This design comes from an exercise in tuning for small area, a short achievable clock period and few clock cycles on the open sky130 flow, not from production work.
At most, simulation tests tie the RTL to the original design; equivalence was not proved.

==> wip/amber <==
==> flow/design.v (excerpt) <==
module mult32x32_fast (
    input  logic        clk,
    input  logic        reset,
    input  logic        start,
    input  logic [31:0] a,
    input  logic [31:0] b,
    output logic        busy,
    output logic [63:0] product
);
clock: 12.0 ns
lec_check: 0
abc_area: 1
cap_margin: 20
core_margin: 2
core_utilization: 40
place_density: 0.6
setup_slack_margin: 5
slew_margin: 20
run.sh (not shown) runs the stock make flow with config.mk's settings and CLKGATE_MAP_FILE= SYNTH_SCRIPT=/design/flow/synth_recipe.tcl, a recipe that flattens the netlist after the stock synthesis.
==> wip/yarrow: changes against wip/amber <==
--- a/flow/design.v
+++ b/flow/design.v
@@ -1,15 +1,19 @@
 module mult32x32_fast_arith (
     input  logic [31:0] a,
-    input  logic [15:0] c,
-    input  logic        cl,
+    input  logic [31:0] b,
+    input  logic        sel,
     input  logic [47:0] r16,
     output logic [63:0] s
 );
 logic one0;
 logic two0;
 logic neg0;
+logic onel0;
+logic twol0;
+logic oneh0;
+logic twoh0;
 logic pp1;
 logic pp2;
 logic pp3;
 logic pp4;
 logic pp5;
@@ -43,10 +47,14 @@
 logic pp33;
 logic nn34;
 logic one1;
 logic two1;
 logic neg1;
+logic onel1;
+logic twol1;
+logic oneh1;
+logic twoh1;
 logic pp35;
 logic pp36;
 logic pp37;
 logic pp38;
 logic pp39;
@@ -80,10 +88,14 @@
 logic pp67;
 logic nn68;
 logic one2;
 logic two2;
 logic neg2;
+logic onel2;
+logic twol2;
+logic oneh2;
+logic twoh2;
 logic pp69;
 logic pp70;
 logic pp71;
 logic pp72;
 logic pp73;
@@ -117,10 +129,14 @@
 logic pp101;
 logic nn102;
 logic one3;
 logic two3;
 logic neg3;
+logic onel3;
+logic twol3;
+logic oneh3;
+logic twoh3;
 logic pp103;
 logic pp104;
 logic pp105;
 logic pp106;
 logic pp107;
@@ -154,10 +170,14 @@
 logic pp135;
 logic nn136;
 logic one4;
 logic two4;
 logic neg4;
+logic onel4;
+logic twol4;
+logic oneh4;
+logic twoh4;
 logic pp137;
 logic pp138;
 logic pp139;
 logic pp140;
 logic pp141;
@@ -191,10 +211,14 @@
 logic pp169;
 logic nn170;
 logic one5;
 logic two5;
 logic neg5;
+logic onel5;
+logic twol5;
+logic oneh5;
+logic twoh5;
 logic pp171;
 logic pp172;
 logic pp173;
 logic pp174;
 logic pp175;
@@ -228,10 +252,14 @@
 logic pp203;
 logic nn204;
 logic one6;
 logic two6;
 logic neg6;
+logic onel6;
+logic twol6;
+logic oneh6;
+logic twoh6;
 logic pp205;
 logic pp206;
 logic pp207;
 logic pp208;
 logic pp209;
@@ -265,10 +293,14 @@
 logic pp237;
 logic nn238;
 logic one7;
 logic two7;
 logic neg7;
+logic onel7;
+logic twol7;
+logic oneh7;
+logic twoh7;
 logic pp239;
 logic pp240;
 logic pp241;
 logic pp242;
 logic pp243;
@@ -1046,13 +1078,17 @@
 logic s1015;
 logic c1016;
 logic s1017;
 logic c1018;
 logic [63:0] r0, r1;
-assign one0 = c[0] ^ cl;
-assign two0 = (c[1] & ~c[0] & ~cl) | (~c[1] & c[0] & cl);
-assign neg0 = c[1];
+assign onel0 = b[0] ^ 1'b0;
+assign twol0 = (b[1] & ~b[0] & ~1'b0) | (~b[1] & b[0] & 1'b0);
+assign oneh0 = b[16] ^ b[15];
+assign twoh0 = (b[17] & ~b[16] & ~b[15]) | (~b[17] & b[16] & b[15]);
+assign one0 = sel ? oneh0 : onel0;
+assign two0 = sel ? twoh0 : twol0;
+assign neg0 = sel ? b[17] : b[1];
 assign pp1 = ((one0 & a[0])) ^ neg0;
 assign pp2 = ((one0 & a[1]) | (two0 & a[0])) ^ neg0;
 assign pp3 = ((one0 & a[2]) | (two0 & a[1])) ^ neg0;
 assign pp4 = ((one0 & a[3]) | (two0 & a[2])) ^ neg0;
 assign pp5 = ((one0 & a[4]) | (two0 & a[3])) ^ neg0;
@@ -1083,13 +1119,17 @@
 assign pp30 = ((one0 & a[29]) | (two0 & a[28])) ^ neg0;
 assign pp31 = ((one0 & a[30]) | (two0 & a[29])) ^ neg0;
 assign pp32 = ((one0 & a[31]) | (two0 & a[30])) ^ neg0;
 assign pp33 = ((two0 & a[31])) ^ neg0;
 assign nn34 = ~neg0;
-assign one1 = c[2] ^ c[1];
-assign two1 = (c[3] & ~c[2] & ~c[1]) | (~c[3] & c[2] & c[1]);
-assign neg1 = c[3];
+assign onel1 = b[2] ^ b[1];
+assign twol1 = (b[3] & ~b[2] & ~b[1]) | (~b[3] & b[2] & b[1]);
+assign oneh1 = b[18] ^ b[17];
+assign twoh1 = (b[19] & ~b[18] & ~b[17]) | (~b[19] & b[18] & b[17]);
+assign one1 = sel ? oneh1 : onel1;
+assign two1 = sel ? twoh1 : twol1;
+assign neg1 = sel ? b[19] : b[3];
 assign pp35 = ((one1 & a[0])) ^ neg1;
 assign pp36 = ((one1 & a[1]) | (two1 & a[0])) ^ neg1;
 assign pp37 = ((one1 & a[2]) | (two1 & a[1])) ^ neg1;
 assign pp38 = ((one1 & a[3]) | (two1 & a[2])) ^ neg1;
 assign pp39 = ((one1 & a[4]) | (two1 & a[3])) ^ neg1;
@@ -1120,13 +1160,17 @@
 assign pp64 = ((one1 & a[29]) | (two1 & a[28])) ^ neg1;
 assign pp65 = ((one1 & a[30]) | (two1 & a[29])) ^ neg1;
 assign pp66 = ((one1 & a[31]) | (two1 & a[30])) ^ neg1;
 assign pp67 = ((two1 & a[31])) ^ neg1;
 assign nn68 = ~neg1;
-assign one2 = c[4] ^ c[3];
-assign two2 = (c[5] & ~c[4] & ~c[3]) | (~c[5] & c[4] & c[3]);
-assign neg2 = c[5];
+assign onel2 = b[4] ^ b[3];
+assign twol2 = (b[5] & ~b[4] & ~b[3]) | (~b[5] & b[4] & b[3]);
+assign oneh2 = b[20] ^ b[19];
+assign twoh2 = (b[21] & ~b[20] & ~b[19]) | (~b[21] & b[20] & b[19]);
+assign one2 = sel ? oneh2 : onel2;
+assign two2 = sel ? twoh2 : twol2;
+assign neg2 = sel ? b[21] : b[5];
 assign pp69 = ((one2 & a[0])) ^ neg2;
 assign pp70 = ((one2 & a[1]) | (two2 & a[0])) ^ neg2;
 assign pp71 = ((one2 & a[2]) | (two2 & a[1])) ^ neg2;
 assign pp72 = ((one2 & a[3]) | (two2 & a[2])) ^ neg2;
 assign pp73 = ((one2 & a[4]) | (two2 & a[3])) ^ neg2;
@@ -1157,13 +1201,17 @@
 assign pp98 = ((one2 & a[29]) | (two2 & a[28])) ^ neg2;
 assign pp99 = ((one2 & a[30]) | (two2 & a[29])) ^ neg2;
 assign pp100 = ((one2 & a[31]) | (two2 & a[30])) ^ neg2;
 assign pp101 = ((two2 & a[31])) ^ neg2;
 assign nn102 = ~neg2;
-assign one3 = c[6] ^ c[5];
-assign two3 = (c[7] & ~c[6] & ~c[5]) | (~c[7] & c[6] & c[5]);
-assign neg3 = c[7];
+assign onel3 = b[6] ^ b[5];
+assign twol3 = (b[7] & ~b[6] & ~b[5]) | (~b[7] & b[6] & b[5]);
+assign oneh3 = b[22] ^ b[21];
+assign twoh3 = (b[23] & ~b[22] & ~b[21]) | (~b[23] & b[22] & b[21]);
+assign one3 = sel ? oneh3 : onel3;
+assign two3 = sel ? twoh3 : twol3;
+assign neg3 = sel ? b[23] : b[7];
 assign pp103 = ((one3 & a[0])) ^ neg3;
 assign pp104 = ((one3 & a[1]) | (two3 & a[0])) ^ neg3;
 assign pp105 = ((one3 & a[2]) | (two3 & a[1])) ^ neg3;
 assign pp106 = ((one3 & a[3]) | (two3 & a[2])) ^ neg3;
 assign pp107 = ((one3 & a[4]) | (two3 & a[3])) ^ neg3;
@@ -1194,13 +1242,17 @@
 assign pp132 = ((one3 & a[29]) | (two3 & a[28])) ^ neg3;
 assign pp133 = ((one3 & a[30]) | (two3 & a[29])) ^ neg3;
 assign pp134 = ((one3 & a[31]) | (two3 & a[30])) ^ neg3;
 assign pp135 = ((two3 & a[31])) ^ neg3;
 assign nn136 = ~neg3;
-assign one4 = c[8] ^ c[7];
-assign two4 = (c[9] & ~c[8] & ~c[7]) | (~c[9] & c[8] & c[7]);
-assign neg4 = c[9];
+assign onel4 = b[8] ^ b[7];
+assign twol4 = (b[9] & ~b[8] & ~b[7]) | (~b[9] & b[8] & b[7]);
+assign oneh4 = b[24] ^ b[23];
+assign twoh4 = (b[25] & ~b[24] & ~b[23]) | (~b[25] & b[24] & b[23]);
+assign one4 = sel ? oneh4 : onel4;
+assign two4 = sel ? twoh4 : twol4;
+assign neg4 = sel ? b[25] : b[9];
 assign pp137 = ((one4 & a[0])) ^ neg4;
 assign pp138 = ((one4 & a[1]) | (two4 & a[0])) ^ neg4;
 assign pp139 = ((one4 & a[2]) | (two4 & a[1])) ^ neg4;
 assign pp140 = ((one4 & a[3]) | (two4 & a[2])) ^ neg4;
 assign pp141 = ((one4 & a[4]) | (two4 & a[3])) ^ neg4;
@@ -1231,13 +1283,17 @@
 assign pp166 = ((one4 & a[29]) | (two4 & a[28])) ^ neg4;
 assign pp167 = ((one4 & a[30]) | (two4 & a[29])) ^ neg4;
 assign pp168 = ((one4 & a[31]) | (two4 & a[30])) ^ neg4;
 assign pp169 = ((two4 & a[31])) ^ neg4;
 assign nn170 = ~neg4;
-assign one5 = c[10] ^ c[9];
-assign two5 = (c[11] & ~c[10] & ~c[9]) | (~c[11] & c[10] & c[9]);
-assign neg5 = c[11];
+assign onel5 = b[10] ^ b[9];
+assign twol5 = (b[11] & ~b[10] & ~b[9]) | (~b[11] & b[10] & b[9]);
+assign oneh5 = b[26] ^ b[25];
+assign twoh5 = (b[27] & ~b[26] & ~b[25]) | (~b[27] & b[26] & b[25]);
+assign one5 = sel ? oneh5 : onel5;
+assign two5 = sel ? twoh5 : twol5;
+assign neg5 = sel ? b[27] : b[11];
 assign pp171 = ((one5 & a[0])) ^ neg5;
 assign pp172 = ((one5 & a[1]) | (two5 & a[0])) ^ neg5;
 assign pp173 = ((one5 & a[2]) | (two5 & a[1])) ^ neg5;
 assign pp174 = ((one5 & a[3]) | (two5 & a[2])) ^ neg5;
 assign pp175 = ((one5 & a[4]) | (two5 & a[3])) ^ neg5;
@@ -1268,13 +1324,17 @@
 assign pp200 = ((one5 & a[29]) | (two5 & a[28])) ^ neg5;
 assign pp201 = ((one5 & a[30]) | (two5 & a[29])) ^ neg5;
 assign pp202 = ((one5 & a[31]) | (two5 & a[30])) ^ neg5;
 assign pp203 = ((two5 & a[31])) ^ neg5;
 assign nn204 = ~neg5;
-assign one6 = c[12] ^ c[11];
-assign two6 = (c[13] & ~c[12] & ~c[11]) | (~c[13] & c[12] & c[11]);
-assign neg6 = c[13];
+assign onel6 = b[12] ^ b[11];
+assign twol6 = (b[13] & ~b[12] & ~b[11]) | (~b[13] & b[12] & b[11]);
+assign oneh6 = b[28] ^ b[27];
+assign twoh6 = (b[29] & ~b[28] & ~b[27]) | (~b[29] & b[28] & b[27]);
+assign one6 = sel ? oneh6 : onel6;
+assign two6 = sel ? twoh6 : twol6;
+assign neg6 = sel ? b[29] : b[13];
 assign pp205 = ((one6 & a[0])) ^ neg6;
 assign pp206 = ((one6 & a[1]) | (two6 & a[0])) ^ neg6;
 assign pp207 = ((one6 & a[2]) | (two6 & a[1])) ^ neg6;
 assign pp208 = ((one6 & a[3]) | (two6 & a[2])) ^ neg6;
 assign pp209 = ((one6 & a[4]) | (two6 & a[3])) ^ neg6;
@@ -1305,13 +1365,17 @@
 assign pp234 = ((one6 & a[29]) | (two6 & a[28])) ^ neg6;
 assign pp235 = ((one6 & a[30]) | (two6 & a[29])) ^ neg6;
 assign pp236 = ((one6 & a[31]) | (two6 & a[30])) ^ neg6;
 assign pp237 = ((two6 & a[31])) ^ neg6;
 assign nn238 = ~neg6;
-assign one7 = c[14] ^ c[13];
-assign two7 = (c[15] & ~c[14] & ~c[13]) | (~c[15] & c[14] & c[13]);
-assign neg7 = c[15];
+assign onel7 = b[14] ^ b[13];
+assign twol7 = (b[15] & ~b[14] & ~b[13]) | (~b[15] & b[14] & b[13]);
+assign oneh7 = b[30] ^ b[29];
+assign twoh7 = (b[31] & ~b[30] & ~b[29]) | (~b[31] & b[30] & b[29]);
+assign one7 = sel ? oneh7 : onel7;
+assign two7 = sel ? twoh7 : twol7;
+assign neg7 = sel ? b[31] : b[15];
 assign pp239 = ((one7 & a[0])) ^ neg7;
 assign pp240 = ((one7 & a[1]) | (two7 & a[0])) ^ neg7;
 assign pp241 = ((one7 & a[2]) | (two7 & a[1])) ^ neg7;
 assign pp242 = ((one7 & a[3]) | (two7 & a[2])) ^ neg7;
 assign pp243 = ((one7 & a[4]) | (two7 & a[3])) ^ neg7;
@@ -2119,21 +2183,19 @@
     output logic        busy,
     output logic [63:0] product
 );
     logic        sel_hi;      
     logic        top;         
-    logic [15:0] chunk;
     logic [47:0] r16;
     logic [63:0] s;
     mult32x32_fast_fsm fsm_u (
         .clk(clk), .reset(reset), .start(start), .b_msw_is_0(b[31:16] == 16'd0),
         .busy(busy), .sel_hi(sel_hi)
     );
-    assign chunk = sel_hi ? b[31:16] : b[15:0];
     assign top   = ~busy & (sel_hi ? b[31] : b[15]);
     assign r16   = busy ? product[47:0] : {16'd0, a & {32{top}}};
-    mult32x32_fast_arith arith_u (.a(a), .c(chunk), .cl(sel_hi & b[15]), .r16(r16), .s(s));
+    mult32x32_fast_arith arith_u (.a(a), .b(b), .sel(sel_hi), .r16(r16), .s(s));
     always_ff @(posedge clk) begin
         if (start | busy)
             product <= s;
     end
 endmodule
==> flow/flow/run.sh (new file) <==
#!/bin/bash
# Layout: the standard flow (standard.sh, its synthesis unchanged), with two changes:
# the ports are buffered with buf_4 cells instead of the delay buffers buffer_ports picks
# by default, and the resizer may swap a cell for one of another footprint.
# make's full output goes to standard_flow.log here; ORFS's per-step logs to orfs/logs/.
set -euo pipefail
bash standard.sh \
  "BUFFER_PORTS_ARGS=-buffer_cell sky130_fd_sc_hd__buf_4" \
  MATCH_CELL_FOOTPRINT=0 \
  finish > standard_flow.log 2>&1
==> flow/standard.sh (new file) <==
#!/bin/bash
# synth_recipe.tcl (not shown) runs the flow's synth.tcl, then flattens the netlist and writes it again
# the make line also repeats each setting of config.mk as NAME=value (left out here)
make -C /OpenROAD-flow-scripts/flow DESIGN_CONFIG=/design/flow/config.mk WORK_HOME=/design/flow/orfs CLKGATE_MAP_FILE= SYNTH_SCRIPT=/design/flow/synth_recipe.tcl "${@:-finish}"
- CORE_UTILIZATION: 40 -> 60
- PLACE_DENSITY: 0.6 -> 0.75
- SETUP_SLACK_MARGIN: 5 -> 3
removed: flow/run.sh
==> wip/ember: changes against wip/amber <==
- SETUP_SLACK_MARGIN: 5 -> 3
==> wip/raven: changes against wip/amber <==
--- a/flow/design.v
+++ b/flow/design.v
@@ -1,15 +1,19 @@
 module mult32x32_fast_arith (
     input  logic [31:0] a,
-    input  logic [15:0] c,
-    input  logic        cl,
+    input  logic [31:0] b,
+    input  logic        sel,
     input  logic [47:0] r16,
     output logic [63:0] s
 );
 logic one0;
 logic two0;
 logic neg0;
+logic onel0;
+logic twol0;
+logic oneh0;
+logic twoh0;
 logic pp1;
 logic pp2;
 logic pp3;
 logic pp4;
 logic pp5;
@@ -43,10 +47,14 @@
 logic pp33;
 logic nn34;
 logic one1;
 logic two1;
 logic neg1;
+logic onel1;
+logic twol1;
+logic oneh1;
+logic twoh1;
 logic pp35;
 logic pp36;
 logic pp37;
 logic pp38;
 logic pp39;
@@ -80,10 +88,14 @@
 logic pp67;
 logic nn68;
 logic one2;
 logic two2;
 logic neg2;
+logic onel2;
+logic twol2;
+logic oneh2;
+logic twoh2;
 logic pp69;
 logic pp70;
 logic pp71;
 logic pp72;
 logic pp73;
@@ -117,10 +129,14 @@
 logic pp101;
 logic nn102;
 logic one3;
 logic two3;
 logic neg3;
+logic onel3;
+logic twol3;
+logic oneh3;
+logic twoh3;
 logic pp103;
 logic pp104;
 logic pp105;
 logic pp106;
 logic pp107;
@@ -154,10 +170,14 @@
 logic pp135;
 logic nn136;
 logic one4;
 logic two4;
 logic neg4;
+logic onel4;
+logic twol4;
+logic oneh4;
+logic twoh4;
 logic pp137;
 logic pp138;
 logic pp139;
 logic pp140;
 logic pp141;
@@ -191,10 +211,14 @@
 logic pp169;
 logic nn170;
 logic one5;
 logic two5;
 logic neg5;
+logic onel5;
+logic twol5;
+logic oneh5;
+logic twoh5;
 logic pp171;
 logic pp172;
 logic pp173;
 logic pp174;
 logic pp175;
@@ -228,10 +252,14 @@
 logic pp203;
 logic nn204;
 logic one6;
 logic two6;
 logic neg6;
+logic onel6;
+logic twol6;
+logic oneh6;
+logic twoh6;
 logic pp205;
 logic pp206;
 logic pp207;
 logic pp208;
 logic pp209;
@@ -265,10 +293,14 @@
 logic pp237;
 logic nn238;
 logic one7;
 logic two7;
 logic neg7;
+logic onel7;
+logic twol7;
+logic oneh7;
+logic twoh7;
 logic pp239;
 logic pp240;
 logic pp241;
 logic pp242;
 logic pp243;
@@ -1046,13 +1078,17 @@
 logic s1015;
 logic c1016;
 logic s1017;
 logic c1018;
 logic [63:0] r0, r1;
-assign one0 = c[0] ^ cl;
-assign two0 = (c[1] & ~c[0] & ~cl) | (~c[1] & c[0] & cl);
-assign neg0 = c[1];
+assign onel0 = b[0] ^ 1'b0;
+assign twol0 = (b[1] & ~b[0] & ~1'b0) | (~b[1] & b[0] & 1'b0);
+assign oneh0 = b[16] ^ b[15];
+assign twoh0 = (b[17] & ~b[16] & ~b[15]) | (~b[17] & b[16] & b[15]);
+assign one0 = sel ? oneh0 : onel0;
+assign two0 = sel ? twoh0 : twol0;
+assign neg0 = sel ? b[17] : b[1];
 assign pp1 = ((one0 & a[0])) ^ neg0;
 assign pp2 = ((one0 & a[1]) | (two0 & a[0])) ^ neg0;
 assign pp3 = ((one0 & a[2]) | (two0 & a[1])) ^ neg0;
 assign pp4 = ((one0 & a[3]) | (two0 & a[2])) ^ neg0;
 assign pp5 = ((one0 & a[4]) | (two0 & a[3])) ^ neg0;
@@ -1083,13 +1119,17 @@
 assign pp30 = ((one0 & a[29]) | (two0 & a[28])) ^ neg0;
 assign pp31 = ((one0 & a[30]) | (two0 & a[29])) ^ neg0;
 assign pp32 = ((one0 & a[31]) | (two0 & a[30])) ^ neg0;
 assign pp33 = ((two0 & a[31])) ^ neg0;
 assign nn34 = ~neg0;
-assign one1 = c[2] ^ c[1];
-assign two1 = (c[3] & ~c[2] & ~c[1]) | (~c[3] & c[2] & c[1]);
-assign neg1 = c[3];
+assign onel1 = b[2] ^ b[1];
+assign twol1 = (b[3] & ~b[2] & ~b[1]) | (~b[3] & b[2] & b[1]);
+assign oneh1 = b[18] ^ b[17];
+assign twoh1 = (b[19] & ~b[18] & ~b[17]) | (~b[19] & b[18] & b[17]);
+assign one1 = sel ? oneh1 : onel1;
+assign two1 = sel ? twoh1 : twol1;
+assign neg1 = sel ? b[19] : b[3];
 assign pp35 = ((one1 & a[0])) ^ neg1;
 assign pp36 = ((one1 & a[1]) | (two1 & a[0])) ^ neg1;
 assign pp37 = ((one1 & a[2]) | (two1 & a[1])) ^ neg1;
 assign pp38 = ((one1 & a[3]) | (two1 & a[2])) ^ neg1;
 assign pp39 = ((one1 & a[4]) | (two1 & a[3])) ^ neg1;
@@ -1120,13 +1160,17 @@
 assign pp64 = ((one1 & a[29]) | (two1 & a[28])) ^ neg1;
 assign pp65 = ((one1 & a[30]) | (two1 & a[29])) ^ neg1;
 assign pp66 = ((one1 & a[31]) | (two1 & a[30])) ^ neg1;
 assign pp67 = ((two1 & a[31])) ^ neg1;
 assign nn68 = ~neg1;
-assign one2 = c[4] ^ c[3];
-assign two2 = (c[5] & ~c[4] & ~c[3]) | (~c[5] & c[4] & c[3]);
-assign neg2 = c[5];
+assign onel2 = b[4] ^ b[3];
+assign twol2 = (b[5] & ~b[4] & ~b[3]) | (~b[5] & b[4] & b[3]);
+assign oneh2 = b[20] ^ b[19];
+assign twoh2 = (b[21] & ~b[20] & ~b[19]) | (~b[21] & b[20] & b[19]);
+assign one2 = sel ? oneh2 : onel2;
+assign two2 = sel ? twoh2 : twol2;
+assign neg2 = sel ? b[21] : b[5];
 assign pp69 = ((one2 & a[0])) ^ neg2;
 assign pp70 = ((one2 & a[1]) | (two2 & a[0])) ^ neg2;
 assign pp71 = ((one2 & a[2]) | (two2 & a[1])) ^ neg2;
 assign pp72 = ((one2 & a[3]) | (two2 & a[2])) ^ neg2;
 assign pp73 = ((one2 & a[4]) | (two2 & a[3])) ^ neg2;
@@ -1157,13 +1201,17 @@
 assign pp98 = ((one2 & a[29]) | (two2 & a[28])) ^ neg2;
 assign pp99 = ((one2 & a[30]) | (two2 & a[29])) ^ neg2;
 assign pp100 = ((one2 & a[31]) | (two2 & a[30])) ^ neg2;
 assign pp101 = ((two2 & a[31])) ^ neg2;
 assign nn102 = ~neg2;
-assign one3 = c[6] ^ c[5];
-assign two3 = (c[7] & ~c[6] & ~c[5]) | (~c[7] & c[6] & c[5]);
-assign neg3 = c[7];
+assign onel3 = b[6] ^ b[5];
+assign twol3 = (b[7] & ~b[6] & ~b[5]) | (~b[7] & b[6] & b[5]);
+assign oneh3 = b[22] ^ b[21];
+assign twoh3 = (b[23] & ~b[22] & ~b[21]) | (~b[23] & b[22] & b[21]);
+assign one3 = sel ? oneh3 : onel3;
+assign two3 = sel ? twoh3 : twol3;
+assign neg3 = sel ? b[23] : b[7];
 assign pp103 = ((one3 & a[0])) ^ neg3;
 assign pp104 = ((one3 & a[1]) | (two3 & a[0])) ^ neg3;
 assign pp105 = ((one3 & a[2]) | (two3 & a[1])) ^ neg3;
 assign pp106 = ((one3 & a[3]) | (two3 & a[2])) ^ neg3;
 assign pp107 = ((one3 & a[4]) | (two3 & a[3])) ^ neg3;
@@ -1194,13 +1242,17 @@
 assign pp132 = ((one3 & a[29]) | (two3 & a[28])) ^ neg3;
 assign pp133 = ((one3 & a[30]) | (two3 & a[29])) ^ neg3;
 assign pp134 = ((one3 & a[31]) | (two3 & a[30])) ^ neg3;
 assign pp135 = ((two3 & a[31])) ^ neg3;
 assign nn136 = ~neg3;
-assign one4 = c[8] ^ c[7];
-assign two4 = (c[9] & ~c[8] & ~c[7]) | (~c[9] & c[8] & c[7]);
-assign neg4 = c[9];
+assign onel4 = b[8] ^ b[7];
+assign twol4 = (b[9] & ~b[8] & ~b[7]) | (~b[9] & b[8] & b[7]);
+assign oneh4 = b[24] ^ b[23];
+assign twoh4 = (b[25] & ~b[24] & ~b[23]) | (~b[25] & b[24] & b[23]);
+assign one4 = sel ? oneh4 : onel4;
+assign two4 = sel ? twoh4 : twol4;
+assign neg4 = sel ? b[25] : b[9];
 assign pp137 = ((one4 & a[0])) ^ neg4;
 assign pp138 = ((one4 & a[1]) | (two4 & a[0])) ^ neg4;
 assign pp139 = ((one4 & a[2]) | (two4 & a[1])) ^ neg4;
 assign pp140 = ((one4 & a[3]) | (two4 & a[2])) ^ neg4;
 assign pp141 = ((one4 & a[4]) | (two4 & a[3])) ^ neg4;
@@ -1231,13 +1283,17 @@
 assign pp166 = ((one4 & a[29]) | (two4 & a[28])) ^ neg4;
 assign pp167 = ((one4 & a[30]) | (two4 & a[29])) ^ neg4;
 assign pp168 = ((one4 & a[31]) | (two4 & a[30])) ^ neg4;
 assign pp169 = ((two4 & a[31])) ^ neg4;
 assign nn170 = ~neg4;
-assign one5 = c[10] ^ c[9];
-assign two5 = (c[11] & ~c[10] & ~c[9]) | (~c[11] & c[10] & c[9]);
-assign neg5 = c[11];
+assign onel5 = b[10] ^ b[9];
+assign twol5 = (b[11] & ~b[10] & ~b[9]) | (~b[11] & b[10] & b[9]);
+assign oneh5 = b[26] ^ b[25];
+assign twoh5 = (b[27] & ~b[26] & ~b[25]) | (~b[27] & b[26] & b[25]);
+assign one5 = sel ? oneh5 : onel5;
+assign two5 = sel ? twoh5 : twol5;
+assign neg5 = sel ? b[27] : b[11];
 assign pp171 = ((one5 & a[0])) ^ neg5;
 assign pp172 = ((one5 & a[1]) | (two5 & a[0])) ^ neg5;
 assign pp173 = ((one5 & a[2]) | (two5 & a[1])) ^ neg5;
 assign pp174 = ((one5 & a[3]) | (two5 & a[2])) ^ neg5;
 assign pp175 = ((one5 & a[4]) | (two5 & a[3])) ^ neg5;
@@ -1268,13 +1324,17 @@
 assign pp200 = ((one5 & a[29]) | (two5 & a[28])) ^ neg5;
 assign pp201 = ((one5 & a[30]) | (two5 & a[29])) ^ neg5;
 assign pp202 = ((one5 & a[31]) | (two5 & a[30])) ^ neg5;
 assign pp203 = ((two5 & a[31])) ^ neg5;
 assign nn204 = ~neg5;
-assign one6 = c[12] ^ c[11];
-assign two6 = (c[13] & ~c[12] & ~c[11]) | (~c[13] & c[12] & c[11]);
-assign neg6 = c[13];
+assign onel6 = b[12] ^ b[11];
+assign twol6 = (b[13] & ~b[12] & ~b[11]) | (~b[13] & b[12] & b[11]);
+assign oneh6 = b[28] ^ b[27];
+assign twoh6 = (b[29] & ~b[28] & ~b[27]) | (~b[29] & b[28] & b[27]);
+assign one6 = sel ? oneh6 : onel6;
+assign two6 = sel ? twoh6 : twol6;
+assign neg6 = sel ? b[29] : b[13];
 assign pp205 = ((one6 & a[0])) ^ neg6;
 assign pp206 = ((one6 & a[1]) | (two6 & a[0])) ^ neg6;
 assign pp207 = ((one6 & a[2]) | (two6 & a[1])) ^ neg6;
 assign pp208 = ((one6 & a[3]) | (two6 & a[2])) ^ neg6;
 assign pp209 = ((one6 & a[4]) | (two6 & a[3])) ^ neg6;
@@ -1305,13 +1365,17 @@
 assign pp234 = ((one6 & a[29]) | (two6 & a[28])) ^ neg6;
 assign pp235 = ((one6 & a[30]) | (two6 & a[29])) ^ neg6;
 assign pp236 = ((one6 & a[31]) | (two6 & a[30])) ^ neg6;
 assign pp237 = ((two6 & a[31])) ^ neg6;
 assign nn238 = ~neg6;
-assign one7 = c[14] ^ c[13];
-assign two7 = (c[15] & ~c[14] & ~c[13]) | (~c[15] & c[14] & c[13]);
-assign neg7 = c[15];
+assign onel7 = b[14] ^ b[13];
+assign twol7 = (b[15] & ~b[14] & ~b[13]) | (~b[15] & b[14] & b[13]);
+assign oneh7 = b[30] ^ b[29];
+assign twoh7 = (b[31] & ~b[30] & ~b[29]) | (~b[31] & b[30] & b[29]);
+assign one7 = sel ? oneh7 : onel7;
+assign two7 = sel ? twoh7 : twol7;
+assign neg7 = sel ? b[31] : b[15];
 assign pp239 = ((one7 & a[0])) ^ neg7;
 assign pp240 = ((one7 & a[1]) | (two7 & a[0])) ^ neg7;
 assign pp241 = ((one7 & a[2]) | (two7 & a[1])) ^ neg7;
 assign pp242 = ((one7 & a[3]) | (two7 & a[2])) ^ neg7;
 assign pp243 = ((one7 & a[4]) | (two7 & a[3])) ^ neg7;
@@ -2119,21 +2183,19 @@
     output logic        busy,
     output logic [63:0] product
 );
     logic        sel_hi;      
     logic        top;         
-    logic [15:0] chunk;
     logic [47:0] r16;
     logic [63:0] s;
     mult32x32_fast_fsm fsm_u (
         .clk(clk), .reset(reset), .start(start), .b_msw_is_0(b[31:16] == 16'd0),
         .busy(busy), .sel_hi(sel_hi)
     );
-    assign chunk = sel_hi ? b[31:16] : b[15:0];
     assign top   = ~busy & (sel_hi ? b[31] : b[15]);
     assign r16   = busy ? product[47:0] : {16'd0, a & {32{top}}};
-    mult32x32_fast_arith arith_u (.a(a), .c(chunk), .cl(sel_hi & b[15]), .r16(r16), .s(s));
+    mult32x32_fast_arith arith_u (.a(a), .b(b), .sel(sel_hi), .r16(r16), .s(s));
     always_ff @(posedge clk) begin
         if (start | busy)
             product <= s;
     end
 endmodule
- SETUP_SLACK_MARGIN: 5 -> 2
==> comparison <==
Setup slack, lowest first: wip/raven, wip/ember, wip/yarrow, wip/amber. Of wip/yarrow and wip/amber, wip/yarrow has the higher area after synthesis (gap 1.1%, measured against wip/amber). The lowest worst hold slack belongs to wip/raven, the highest to wip/yarrow. Against wip/raven, the final area of wip/ember is larger by about 9%.
==> figures <==
	wip/yarrow	wip/raven	wip/ember	wip/amber
Run status	no timing/DRC/antenna violations	no timing/DRC/antenna violations	no timing/DRC/antenna violations	no timing/DRC/antenna violations
Post-route clock skew	10.9 ps	15.8 ps	10.9 ps	19.8 ps
Placed Instance Area	18600 um2	19200 um2	19200 um2	19900 um2
Critical-path cell with the highest stage delay	sky130_fd_sc_hd__fa_1	sky130_fd_sc_hd__a31oi_4	sky130_fd_sc_hd__fa_1	sky130_fd_sc_hd__fa_1
Clock buffer count in the final layout	9	9	12	10
Cell Area, Synth	17600 um2	17600 um2	17400 um2	17400 um2
Slowest stage delay, CP	620 ps	670 ps	560 ps	550 ps
Total via count in the routed design	17100	16600	17100	18000
Minimum clock period	8810 ps	9650 ps	8900 ps	8450 ps
WL per Instance	25.0 um	24.1 um	24.9 um	26.4 um
Testbench counts of wip/yarrow, summed over its fixed seeds: cycles 4,808.
Testbench counts of wip/raven, summed over its fixed seeds: cycles 4,808.
For wip/amber and wip/ember, only the layout was checked, not whether the RTL still works.

==> static timing again, ports no longer ideal <==
How much do the figures lean on ideal ports? The routed layouts below were timed once more, with nothing changed but the port constraints. Step 1 assumes that a clkbuf_16 drives the clock port and a buf_2 every other input. Step 2 also shifts input and output timing later by t, the mid clock arrival at the registers, as if the neighbouring blocks saw the same clock. Slacks: ideal / step 1 / step 2; pairs: ideal / step 1.
| run | shift t [ns] | slack for setup (ns) | slew at the worst register clock pin (ns) | cell pins on the clock port's net |
|---|---|---|---|---|
| wip/amber | 0.419 | 3.554 / 3.564 / 3.145 | 0.08 / 0.08 | 1 |
| wip/yarrow | 0.406 | 3.195 / 3.225 / 2.818 | 0.07 / 0.07 | 1 |
| wip/ember | 0.401 | 3.100 / 3.126 / 2.726 | 0.06 / 0.06 | 1 |
| wip/raven | 0.419 | 2.350 / 2.378 / 1.959 | 0.07 / 0.07 | 1 |
After both steps every run listed still meets setup and hold. The setup slack of wip/amber, which loses most, moves by +0.010 ns with the drivers and by -0.409 ns with both steps.
